Background: an optimization exercise with open tools, aiming at a short achievable clock period and few clock cycles. Do not read the settings as production practice.
Function was checked by simulation only, so behaviour that the tests miss may differ from the original.
Power is estimated from default activity; no workload was simulated.

## design/flow/flow/run.sh

```bash
#!/bin/bash
set -euo pipefail
REPAIR_MARGIN=$(cat flow/margin.txt)
bash standard.sh SETUP_SLACK_MARGIN=$REPAIR_MARGIN finish > standard.log 2>&1
```

## design/flow/flow/margin.txt

```
9.5
```

## design/flow/standard.sh

```bash
#!/bin/bash
# synth_recipe.tcl (not shown) runs the flow's synth.tcl, then flattens the netlist and writes it again
# the make line also repeats each setting of config.mk as NAME=value (left out here)
make -C /OpenROAD-flow-scripts/flow DESIGN_CONFIG=/design/flow/config.mk WORK_HOME=/design/flow/orfs CLKGATE_MAP_FILE= SYNTH_SCRIPT=/design/flow/synth_recipe.tcl "${@:-finish}"
```

## design/flow/config.mk

```make
export PLATFORM = sky130hd
export DESIGN_NAME = hart
export DESIGN_NICKNAME = hart
export VERILOG_FILES = /design/flow/design.v
export SDC_FILE = /design/flow/constraint.sdc
export NUM_CORES = 4
export LEC_CHECK = 0
export ABC_CLOCK_PERIOD_IN_PS = 3000
export CAP_MARGIN = 20
export CORE_MARGIN = 2
export CORE_UTILIZATION = 30
export GPL_ROUTABILITY_DRIVEN = 1
export GPL_TIMING_DRIVEN = 1
export SLEW_MARGIN = 20
```

## design/flow/constraint.sdc

```tcl
create_clock -name core_clock -period 14.0 [get_ports {i_clk}]
set_input_delay 2.8000 -clock core_clock [delete_from_list [all_inputs] [get_ports {i_clk}]]
set_output_delay 2.8000 -clock core_clock [all_outputs]
set_load 0.01 [all_outputs]
```

## design/flow/design.v

```verilog
module hart #(
    parameter RESET_ADDR = 32'h00000000
) (
    input  wire        i_clk,
    input  wire        i_rst,
    output wire [31:0] o_imem_raddr,
    input  wire [31:0] i_imem_rdata,
    output wire [31:0] o_dmem_addr,
    output wire        o_dmem_ren,
    output wire        o_dmem_wen,
    output wire [31:0] o_dmem_wdata,
    output wire [ 3:0] o_dmem_mask,
    input  wire [31:0] i_dmem_rdata,
    output wire        o_retire_valid,
    output wire [31:0] o_retire_inst,
    output wire        o_retire_halt,
    output wire [ 4:0] o_retire_rs1_raddr,
    output wire [ 4:0] o_retire_rs2_raddr,
    output wire [31:0] o_retire_rs1_rdata,
    output wire [31:0] o_retire_rs2_rdata,
    output wire [ 4:0] o_retire_rd_waddr,
    output wire [31:0] o_retire_rd_wdata,
    output wire [31:0] o_retire_dmem_addr,
    output wire [ 3:0] o_retire_dmem_mask,
    output wire        o_retire_dmem_ren,
    output wire        o_retire_dmem_wen,
    output wire [31:0] o_retire_dmem_rdata,
    output wire [31:0] o_retire_dmem_wdata,
    output wire [31:0] o_retire_pc
);
    reg  [31:2] pc_f;        
    reg  [31:2] i_pc;        
    reg         i_v;
    reg  [31:2] exp_pc;      
    reg  [31:2] i_succ;      
    reg         i_bp;        
    localparam NBTB = 4;
    reg         btb_v   [0:NBTB-1];
    reg  [31:2] btb_tag [0:NBTB-1];
    reg  [31:2] btb_tgt [0:NBTB-1];
    reg  [1:0]  btb_ptr;
    reg         d_v;
    reg  [31:2] d_pc;
    reg  [31:0] d_ir;
    reg         d_bp;
    reg         halted;      
    reg         rst_q;
    always @(posedge i_clk) rst_q <= i_rst;
    reg         e_v;
    reg  [31:2] e_pc;
    reg  [31:0] e_ir;
    reg  [ 4:0] e_rs1a, e_rs2a, e_rd;
    reg  [31:0] e_rs1v, e_rs2v;
    reg  [31:0] e_imm;
    reg  [31:0] e_pre;       
    reg  [31:2] e_tgt;       
    reg  [31:2] e_pc4;
    reg         e_f1m, e_f1w, e_f1r, e_f2m, e_f2w, e_f2r;    
    reg         e_useimm, e_sub, e_pre_sel;
    reg         e_op_add, e_op_sll, e_op_slt, e_op_sltu, e_op_xor, e_op_srl, e_op_or, e_op_and;
    reg         e_sra;
    reg         e_br, e_jalr, e_ld, e_st, e_sys, e_pcop, e_jmp, e_rs1use, e_rs2use;
    reg         e_pred;      
    reg  [ 2:0] e_f3;
    reg         m_v;
    reg  [31:2] m_pc;
    reg  [31:0] m_ir;
    reg  [ 4:0] m_rs1a, m_rs2a, m_rd;
    reg  [31:0] m_rs1v, m_rs2v;
    reg  [31:0] m_res;
    reg         m_ld, m_st, m_sys;
    reg  [ 2:0] m_f3;
    reg  [ 1:0] m_alo;
    reg  [31:2] dm_addr;
    reg         dm_ren, dm_wen;
    reg  [ 3:0] dm_mask;
    reg  [31:0] dm_wdata;
    reg         w_v;
    reg  [31:2] w_pc;
    reg  [31:0] w_ir;
    reg  [ 4:0] w_rs1a, w_rs2a, w_rd;
    reg  [31:0] w_rs1v, w_rs2v;
    reg  [31:0] w_res;
    reg         w_ld, w_st, w_sys;
    reg  [ 2:0] w_f3;
    reg  [ 1:0] w_alo;
    reg  [31:2] w_daddr;
    reg  [ 3:0] w_dmask;
    reg  [31:0] w_dwdata;
    reg         r_v;
    reg  [31:2] r_pc;
    reg  [31:0] r_ir;
    reg  [ 4:0] r_rs1a, r_rs2a, r_rd;
    reg  [31:0] r_rs1v, r_rs2v;
    reg  [31:0] r_res;
    reg         r_ld, r_st, r_sys;
    reg  [31:2] r_daddr;
    reg  [ 3:0] r_dmask;
    reg  [31:0] r_dwdata;
    reg  [31:0] r_drdata;
    reg  [31:0] rf [1:31];
    wire [4:0] d_opc = d_ir[6:2];
    wire d_is_lui   = d_opc == 5'b01101;
    wire d_is_auipc = d_opc == 5'b00101;
    wire d_is_jal   = d_opc == 5'b11011;
    wire d_is_jalr  = d_opc == 5'b11001;
    wire d_is_br    = d_opc == 5'b11000;
    wire d_is_ld    = d_opc == 5'b00000;
    wire d_is_st    = d_opc == 5'b01000;
    wire d_is_opi   = d_opc == 5'b00100;
    wire d_is_op    = d_opc == 5'b01100;
    wire d_is_sys   = d_opc == 5'b11100;
    wire [2:0] d_f3 = d_ir[14:12];
    wire d_rs1use = !(d_is_lui | d_is_auipc | d_is_jal | d_is_sys);
    wire d_rs2use = d_is_op | d_is_st | d_is_br;
    wire d_rdwr   = d_is_op | d_is_opi | d_is_lui | d_is_auipc | d_is_ld | d_is_jal | d_is_jalr;
    wire [4:0] d_rs1a = d_rs1use ? d_ir[19:15] : 5'd0;
    wire [4:0] d_rs2a = d_rs2use ? d_ir[24:20] : 5'd0;
    wire [4:0] d_rd   = d_rdwr   ? d_ir[11:7]  : 5'd0;
    wire [31:0] imm_i = {{21{d_ir[31]}}, d_ir[30:20]};
    wire [31:0] imm_s = {{21{d_ir[31]}}, d_ir[30:25], d_ir[11:7]};
    wire [31:0] imm_b = {{20{d_ir[31]}}, d_ir[7], d_ir[30:25], d_ir[11:8], 1'b0};
    wire [31:0] imm_u = {d_ir[31:12], 12'd0};
    wire [31:0] imm_j = {{12{d_ir[31]}}, d_ir[19:12], d_ir[20], d_ir[30:21], 1'b0};
    wire [31:0] d_imm = d_is_st ? imm_s :
                        d_is_br ? imm_b :
                        (d_is_lui | d_is_auipc) ? imm_u :
                        d_is_jal ? imm_j : imm_i;
    wire [31:0] d_pcx   = {d_pc, 2'b00};
    wire [31:0] d_pcimm = d_pcx + (d_is_br ? imm_b : d_is_jal ? imm_j : imm_u);
    wire [31:2] d_pc4   = d_pc + 30'd1;
    wire [31:0] d_pre   = d_is_lui ? imm_u : d_is_auipc ? d_pcimm : {d_pc4, 2'b00};
    wire [31:0] rf1 = (d_ir[19:15] == 5'd0) ? 32'd0 : rf[d_ir[19:15]];
    wire [31:0] rf2 = (d_ir[24:20] == 5'd0) ? 32'd0 : rf[d_ir[24:20]];
    wire r_wr = r_v & (r_rd != 5'd0);
    wire [31:0] d_rs1v = !d_rs1use ? 32'd0 : (r_wr & (r_rd == d_ir[19:15])) ? r_res : rf1;
    wire [31:0] d_rs2v = !d_rs2use ? 32'd0 : (r_wr & (r_rd == d_ir[24:20])) ? r_res : rf2;
    wire e_wr = e_v & (e_rd != 5'd0);
    wire m_wr = m_v & (m_rd != 5'd0);
    wire w_wr = w_v & (w_rd != 5'd0);
    wire h1e = e_wr & (e_rd == d_rs1a);
    wire h1m = m_wr & (m_rd == d_rs1a);
    wire h1w = w_wr & (w_rd == d_rs1a);
    wire h2e = e_wr & (e_rd == d_rs2a);
    wire h2m = m_wr & (m_rd == d_rs2a);
    wire h2w = w_wr & (w_rd == d_rs2a);
    wire stall = d_v & (((h1e | h2e) & e_ld) | ((h1m & !h1e | h2m & !h2e) & m_ld));
    wire [31:0] mw_res = w_res;
    wire [31:0] ea = e_f1m ? m_res : e_f1w ? w_res : e_f1r ? r_res : e_rs1v;
    wire [31:0] eb = e_f2m ? m_res : e_f2w ? w_res : e_f2r ? r_res : e_rs2v;
    wire [31:0] op2 = e_useimm ? e_imm : eb;
    wire [31:0] sum = e_sub ? ea - op2 : ea + op2;
    wire        lt_s = $signed(ea) < $signed(op2);
    wire        lt_u = ea < op2;
    wire        blt_s = $signed(ea) < $signed(eb);
    wire        blt_u = ea < eb;
    wire        eq   = ea == eb;
    wire [31:0] sll  = ea << op2[4:0];
    wire [31:0] srx  = $signed({e_sra & ea[31], ea}) >>> op2[4:0];
    wire [31:0] e_alu = e_pre_sel ? e_pre :
                        ({32{e_op_add}}  & sum) |
                        ({32{e_op_sll}}  & sll) |
                        ({32{e_op_slt}}  & {31'd0, lt_s}) |
                        ({32{e_op_sltu}} & {31'd0, lt_u}) |
                        ({32{e_op_xor}}  & (ea ^ op2)) |
                        ({32{e_op_srl}}  & srx) |
                        ({32{e_op_or}}   & (ea | op2)) |
                        ({32{e_op_and}}  & (ea & op2));
    wire br_taken = (e_f3[2:1] == 2'b00) ? (eq ^ e_f3[0]) :
                    (e_f3[2:1] == 2'b10) ? (blt_s ^ e_f3[0]) :
                                           (blt_u ^ e_f3[0]);
    wire red_e  = e_v & ((e_br & (br_taken ^ e_pred)) | e_jalr);
    wire [31:2] tgt_e = e_jalr ? sum[31:2] : (br_taken ? e_tgt : e_pc4);
    wire [1:0] alo = sum[1:0];
    wire [3:0] st_mask = (e_f3[1:0] == 2'b00) ? (4'b0001 << alo) :
                         (e_f3[1:0] == 2'b01) ? (alo[1] ? 4'b1100 : 4'b0011) : 4'b1111;
    wire [31:0] st_data = (e_f3[1:0] == 2'b00) ? {4{eb[7:0]}} :
                          (e_f3[1:0] == 2'b01) ? {2{eb[15:0]}} : eb;
    wire d_move = d_v & !stall;
    wire d_free = !d_v | !stall;
    wire red_d  = d_move & !d_bp & (d_is_jal | (d_is_br & d_ir[31]));
    wire accept_d = d_free & i_v & (i_pc == exp_pc) & !red_d;
    wire accept   = accept_d & !red_e;
    wire [31:2] pcf_p4 = pc_f + 30'd1;
    reg         btb_hit;
    reg  [31:2] btb_t;
    integer j;
    always @(*) begin
        btb_hit = 1'b0;
        btb_t   = pcf_p4;
        for (j = 0; j < NBTB; j = j + 1)
            if (btb_v[j] && btb_tag[j] == pc_f) begin
                btb_hit = 1'b1;
                btb_t   = btb_tgt[j];
            end
    end
    wire [31:2] succ_f = btb_t;
    wire pcf_eq_exp   = pc_f == exp_pc;
    wire pcf_eq_isucc = pc_f == i_succ;
    wire pcf_eq_tgtd  = pc_f == d_pcimm[31:2];
    reg [31:2] pc_f_n, exp_n;
    always @(*) begin
        if (red_e) begin
            exp_n  = tgt_e;
            pc_f_n = tgt_e;
        end else if (red_d) begin
            exp_n  = d_pcimm[31:2];
            pc_f_n = pcf_eq_tgtd ? succ_f : d_pcimm[31:2];
        end else if (accept) begin
            exp_n  = i_succ;
            pc_f_n = pcf_eq_isucc ? succ_f : i_succ;
        end else begin
            exp_n  = exp_pc;
            pc_f_n = pcf_eq_exp ? succ_f : exp_pc;
        end
    end
    wire [31:0] ldw = i_dmem_rdata;
    wire [7:0]  ldb = (w_alo == 2'd0) ? ldw[7:0] : (w_alo == 2'd1) ? ldw[15:8] :
                      (w_alo == 2'd2) ? ldw[23:16] : ldw[31:24];
    wire [15:0] ldh = w_alo[1] ? ldw[31:16] : ldw[15:0];
    wire [31:0] ldv = (w_f3[1:0] == 2'b00) ? {{24{ldb[7] & !w_f3[2]}}, ldb} :
                      (w_f3[1:0] == 2'b01) ? {{16{ldh[15] & !w_f3[2]}}, ldh} : ldw;
    wire [31:0] w_final = w_ld ? ldv : w_res;
    integer k;
    always @(posedge i_clk) begin
        if (i_rst) begin
            pc_f   <= RESET_ADDR[31:2];
            i_v    <= 1'b0;
        end else begin
            i_v    <= 1'b1;
            pc_f   <= pc_f_n;
        end
        i_pc   <= pc_f;
        i_succ <= succ_f;
        i_bp   <= btb_hit;
        if (rst_q) begin
            exp_pc <= RESET_ADDR[31:2];
            d_v    <= 1'b0;
            halted <= 1'b0;
            e_v    <= 1'b0;
            m_v    <= 1'b0;
            dm_ren <= 1'b0;
            dm_wen <= 1'b0;
            w_v    <= 1'b0;
            r_v    <= 1'b0;
        end else begin
            exp_pc <= exp_n;
            if (accept_d) begin
                d_pc <= i_pc;
                d_ir <= i_imem_rdata;
                d_bp <= i_bp;
            end
            if (accept)
                d_v  <= 1'b1;
            else if (d_move | red_e)
                d_v  <= 1'b0;
            if (d_move & !red_e & !halted) begin
                e_v      <= 1'b1;
                halted   <= d_is_sys;
            end else begin
                e_v      <= 1'b0;
            end
            begin
                e_pc     <= d_pc;
                e_ir     <= d_ir;
                e_rs1a   <= d_rs1a;
                e_rs2a   <= d_rs2a;
                e_rd     <= d_rd;
                e_rs1v   <= d_rs1v;
                e_rs2v   <= d_rs2v;
                e_imm    <= d_imm;
                e_pre    <= d_pre;
                e_tgt    <= d_pcimm[31:2];
                e_pc4    <= d_pc4;
                e_f1m    <= h1e;
                e_f1w    <= !h1e & h1m;
                e_f1r    <= !h1e & !h1m & h1w;
                e_f2m    <= h2e;
                e_f2w    <= !h2e & h2m;
                e_f2r    <= !h2e & !h2m & h2w;
                e_useimm <= !(d_is_op | d_is_br);
                e_sub    <= d_is_op & d_ir[30] & (d_f3 == 3'b000);
                e_sra    <= d_ir[30];
                e_pre_sel <= d_is_lui | d_is_auipc | d_is_jal | d_is_jalr;
                e_op_add <= ((d_is_op | d_is_opi) & (d_f3 == 3'b000)) | d_is_ld | d_is_st;
                e_op_sll <= (d_is_op | d_is_opi) & (d_f3 == 3'b001);
                e_op_slt <= (d_is_op | d_is_opi) & (d_f3 == 3'b010);
                e_op_sltu <= (d_is_op | d_is_opi) & (d_f3 == 3'b011);
                e_op_xor <= (d_is_op | d_is_opi) & (d_f3 == 3'b100);
                e_op_srl <= (d_is_op | d_is_opi) & (d_f3 == 3'b101);
                e_op_or  <= (d_is_op | d_is_opi) & (d_f3 == 3'b110);
                e_op_and <= (d_is_op | d_is_opi) & (d_f3 == 3'b111);
                e_br     <= d_is_br;
                e_jalr   <= d_is_jalr;
                e_ld     <= d_is_ld;
                e_st     <= d_is_st;
                e_sys    <= d_is_sys;
                e_pcop   <= d_is_auipc | d_is_jal | d_is_jalr;
                e_jmp    <= d_is_jal | d_is_jalr;
                e_rs1use <= d_rs1use;
                e_rs2use <= d_rs2use;
                e_pred   <= d_bp | (d_is_br & d_ir[31]);
                e_f3     <= d_f3;
            end
            m_v    <= e_v;
            m_pc   <= e_pc;
            m_ir   <= e_ir;
            m_rs1a <= e_rs1a;
            m_rs2a <= e_rs2a;
            m_rd   <= e_rd;
            m_rs1v <= e_pcop ? {e_pc, 2'b00} : ea;
            m_rs2v <= e_jmp ? 32'd4 : eb;
            m_res  <= e_alu;
            m_ld   <= e_ld;
            m_st   <= e_st;
            m_sys  <= e_sys;
            m_f3   <= e_f3;
            m_alo  <= alo;
            dm_addr  <= sum[31:2];
            dm_ren   <= e_v & e_ld;
            dm_wen   <= e_v & e_st;
            dm_mask  <= e_ld ? ((e_f3[1:0] == 2'b00) ? (4'b0001 << alo) :
                                (e_f3[1:0] == 2'b01) ? (alo[1] ? 4'b1100 : 4'b0011) : 4'b1111)
                             : st_mask;
            dm_wdata <= st_data;
            w_v    <= m_v;
            w_pc   <= m_pc;
            w_ir   <= m_ir;
            w_rs1a <= m_rs1a;
            w_rs2a <= m_rs2a;
            w_rd   <= m_rd;
            w_rs1v <= m_rs1v;
            w_rs2v <= m_rs2v;
            w_res  <= m_res;
            w_ld   <= m_ld;
            w_st   <= m_st;
            w_sys  <= m_sys;
            w_f3   <= m_f3;
            w_alo  <= m_alo;
            w_daddr  <= dm_addr;
            w_dmask  <= dm_mask;
            w_dwdata <= dm_wdata;
            r_v    <= w_v;
            r_pc   <= w_pc;
            r_ir   <= w_ir;
            r_rs1a <= w_rs1a;
            r_rs2a <= w_rs2a;
            r_rd   <= w_rd;
            r_rs1v <= w_rs1v;
            r_rs2v <= w_rs2v;
            r_res  <= w_final;
            r_ld   <= w_ld;
            r_st   <= w_st;
            r_sys  <= w_sys;
            r_daddr  <= w_daddr;
            r_dmask  <= w_dmask;
            r_dwdata <= w_dwdata;
            r_drdata <= i_dmem_rdata;
        end
    end
    always @(posedge i_clk) begin
        if (rst_q) begin
            for (k = 0; k < NBTB; k = k + 1)
                btb_v[k] <= 1'b0;
            btb_ptr <= 2'd0;
        end else if (red_d & d_is_br) begin
            btb_v[btb_ptr]   <= 1'b1;
            btb_tag[btb_ptr] <= d_pc;
            btb_tgt[btb_ptr] <= d_pcimm[31:2];
            btb_ptr          <= btb_ptr + 2'd1;
        end
    end
    always @(posedge i_clk) begin
        for (k = 1; k < 32; k = k + 1) begin
            if (rst_q)
                rf[k] <= 32'd0;
            else if (r_wr && r_rd == k)
                rf[k] <= r_res;
        end
    end
    assign o_imem_raddr = {pc_f, 2'b00};
    assign o_dmem_addr  = {dm_addr, 2'b00};
    assign o_dmem_ren   = dm_ren;
    assign o_dmem_wen   = dm_wen;
    assign o_dmem_mask  = dm_mask;
    assign o_dmem_wdata = dm_wdata;
    assign o_retire_valid      = r_v;
    assign o_retire_inst       = r_ir;
    assign o_retire_halt       = r_sys;
    assign o_retire_rs1_raddr  = r_rs1a;
    assign o_retire_rs2_raddr  = r_rs2a;
    assign o_retire_rs1_rdata  = r_rs1v;
    assign o_retire_rs2_rdata  = r_rs2v;
    assign o_retire_rd_waddr   = r_rd;
    assign o_retire_rd_wdata   = r_res;
    assign o_retire_dmem_addr  = {r_daddr, 2'b00};
    assign o_retire_dmem_mask  = r_dmask;
    assign o_retire_dmem_ren   = r_ld;
    assign o_retire_dmem_wen   = r_st;
    assign o_retire_dmem_rdata = r_drdata;
    assign o_retire_dmem_wdata = r_dwdata;
    assign o_retire_pc         = {r_pc, 2'b00};
endmodule
```

==> results.json <==
{
  "rows": 229,
  "die_x_um": 628.2,
  "yosysWarnings": 34,
  "finClkSkew_ns": 0.1676,
  "wl_per_cell_um": 36.44,
  "crit_path_top_delay_cell": "or4_4",
  "synth_cell_types": 133,
  "yosys-top-cells-area": "edfxtp_1, dfxtp_1, nand2_1, a21oi_1, a221oi_1",
  "drc_errors": 0,
  "synth_ff_type": "edfxtp_1",
  "cts_root_buffer": "clkbuf_16",
  "synth-edff-count": 1357,
  "grt_pass1_vias": 102500,
  "cp_max_fo": 12,
  "synthMostInstantiatedCell": "nand2_1",
  "finalCritPeriodShare": 0.3799,
  "rrSetupSlack_ns": 8.68,
  "maxSlewHeadroom": 0.1270,
  "max_slew.worst_pin.slew_ns": 1.310,
  "required_ns": 14.79,
  "largestRegisters": "rf: 992 flops, btb_tag: 120 flops, btb_tgt: 120 flops",
  "pin_count": 447,
  "core_region_area_sq_mm": 0.3885,
  "final_layout_size_suffix_gt1_frac": 0.1932,
  "irDropWorstVdd_mv": 0.1200,
  "grt_max_degree": 208,
  "antenna_found_initial": 91,
  "synth_top_cells_by_count": "nand2_1, a21oi_1, edfxtp_1",
  "drv_slew": 0,
  "powerDensity_mw_per_mm2": 150.9,
  "drtIter0Drc": 24710,
  "path_cells": "or4_4 -> inv_8 -> nor2_2 -> buf_6 -> nor2b_1 -> ha_1 -> a21oi_1 -> nor2_1 -> or2_2 -> o21ai_1 -> nor3_1 -> a211oi_2 -> nand4_1 -> or4_4 -> or4b_4 -> buf_12 -> buf_12 -> nor3_1 -> o21ai_2 -> o311ai_1",
  "async_reset_ff_frac": 0,
  "largest_register_ffs": 992,
  "hold_violations": 0,
  "p_leak_uw": 0.05306,
  "drt-vias-per-instance": 6.277,
  "routed_wl_um": 665500,
  "die_area_sq_mm": 0.3946,
  "synth_top_area_frac": 0.3486,
  "maxCapViolations": 0,
  "ctsHoldBuffers": 0,
  "yosysTopAreaCell": "edfxtp_1",
  "syn_area_sq_mm": 0.1169,
  "critPathKind": "reg -> reg",
  "tritoncts": "done",
  "ant_nets": 0,
  "synth_seq_cells": 2482,
  "via_count": 114600,
  "drt-pass1-iter-count": 13,
  "cp_data_arrival_time_ns": 6.11,
  "final_util": 0.3870,
  "cts_sinks": 2482,
  "final_nets": 13040,
  "ys_seq_area_frac": 0.5413,
  "end_kind": "flop",
  "regMostFlops": "rf",
  "status": "timing/DRC/antenna clean",
  "clk_path_buf_depth": 4,
  "syn_to_final_growth_pct": 28.65,
  "place_congestion": 1.010,
  "cpPeakStageDelay_ns": 0.66,
  "fin_crit_ns": 5.319,
  "finalSetupTns_ns": 0,
  "cts_max_level": 5,
  "clk_pin_slew_ns": 0.06,
  "die_h_um": 628.2,
  "start_util": 0.3008,
  "numCtsBuffers": 277,
  "overflow": 0,
  "post-place-cells": 16980,
  "finalSetupViolCount": 0,
  "avgSynthCellArea_sq_um": 9.789,
  "insertion_delay_ns": 1.06,
  "grt_first_pass_wirelength_um": 882200,
  "hold_class": "reg -> reg",
  "port-buffer-count": 438,
  "start_kind": "flop",
  "fmax_ghz": 0.1880,
  "rsz0062_at_grt": "yes",
  "synth_cells": 11940,
  "dp_hpwl_um": 389400,
  "grt_use_total": 0.3199,
  "instances_no_fill": 18260
}
logic make-up after synthesis:
family,Yosys count,share of synthesized area
buf+inv,1245,0.04181
simple gates,3992,0.1451
mux,350,0.03171
xor+xnor,382,0.02918
compound gates,3302,0.1907
fa+ha+maj,186,0.02010
other cells,1,0.00003208
flops,2482,0.5413
cells in the final DEF (no fill, tap or decap), drive strengths merged, types with 241 or more instances in the layout:
cell,instances
clkbuf,384
xnor2,241
nand2,2745
dfxtp,1125
edfxtp,1357
a22o,389
inv,269
o21ai,314
buf,1082
mux2i,251
a221oi,473
dlygate4sd2,281
a21oi,1383
nor2,487
where the power goes:
part           leakage (uW)  internal [uW]  total (uW)  switching, uW
Clock               0.00442           4190        7480           3290
Combinational        0.0265           2430        6560           4130
Sequential           0.0222           8260        8640            386
Total                0.0531          14900       22700           7810
final timing paths:
kind / end / cells past startpoint / startpoint
worst max-delay path: pc_f[6] / 20 / d_ir[4]
worst min-delay path: r_ir[15] / 0 / w_ir[15]
worst max register to register: pc_f[6] / 20 / d_ir[4]
worst min register to register: r_ir[15] / 0 / w_ir[15]
cell type report:
cell class	count	area [sq um]
fill	37950	238200
sequential	2482	63300
multi-input combinational	8236	54220
timing repair buffer	1525	16070
clock buffer	379	7736
tap	5197	6502
clock inverter	124	1287
inverter	264	1107
antenna	54	135.1
critical path, delay by kind of cell (launching register included):
kind	cells	cell delay [ns]
buffers and inverters	4	0.58
DFF	1	0.48
adders and majority gates	1	0.32
and+or+nand+nor	10	2.86
AOI/OAI and AO/OA	5	0.97
what timing repair did:
| item | 4_1_cts | 5_1_grt |
|---|---|---|
| setup buffers | 486 | 144 |
| gates resized for setup | 1709 | 262 |
| pin swaps | 237 | 202 |
| endpoints found under the setup margin | 1076 | 537 |
| cloned | 78 | 3 |
per-layer routing:
layer | GRT usage | share of wire
met2 | 0.4277 | 0.38
met3 | 0.1447 | 0.16
met5 | 0.01208 | 0.00080
met1 | 0.3935 | 0.36
met4 | 0.2515 | 0.10
per-stage QoR:
| stage | total power [uW] | cell area, sq um | worst slack [ns] | hold WS, ns |
|---|---|---|---|---|
| 2_1_floorplan | 11150 | 117000 | -2.798 | 0.3855 |
| 3_3_place_gp | 13440 | 128100 | 6.758 | 0.3927 |
| 3_5_place_dp | 13400 | 128100 | 6.746 | 0.3902 |
| 4_1_cts | 21970 | 147400 | 8.694 | 0.3929 |
| 5_1_grt | 23050 | 150300 | 8.518 | 0.4018 |
| 6_report | 22690 | 150400 | 8.681 | 0.3946 |
Testbench counts, summed over its fixed seeds: cycles 42,841.

==> what the ideal ports hide <==
The results above use ideal ports. As a check the final layout listed here was re-extracted and re-timed, cells and wires unchanged. Step 1 sets driving cells, clkbuf_16 on the clock port and buf_2 on the other inputs (assumed; they add their load-dependent delay and slew). Step 2, shift: input delay + t, output delay - t, t = (earliest + latest rising clock arrival at the registers) / 2. This alone moves slack from input paths to output paths. a / b / c = no drivers / after step 1 / after step 2; a / b = the first two.
t (ns): 1.055
slack for setup (ns): 8.681 / 8.681 / 8.595
pins driven straight from the clock port: 1
After both steps setup and hold are still met in this run. The setup slack of this run moves by 0.000 ns with the drivers and by -0.086 ns with both steps.
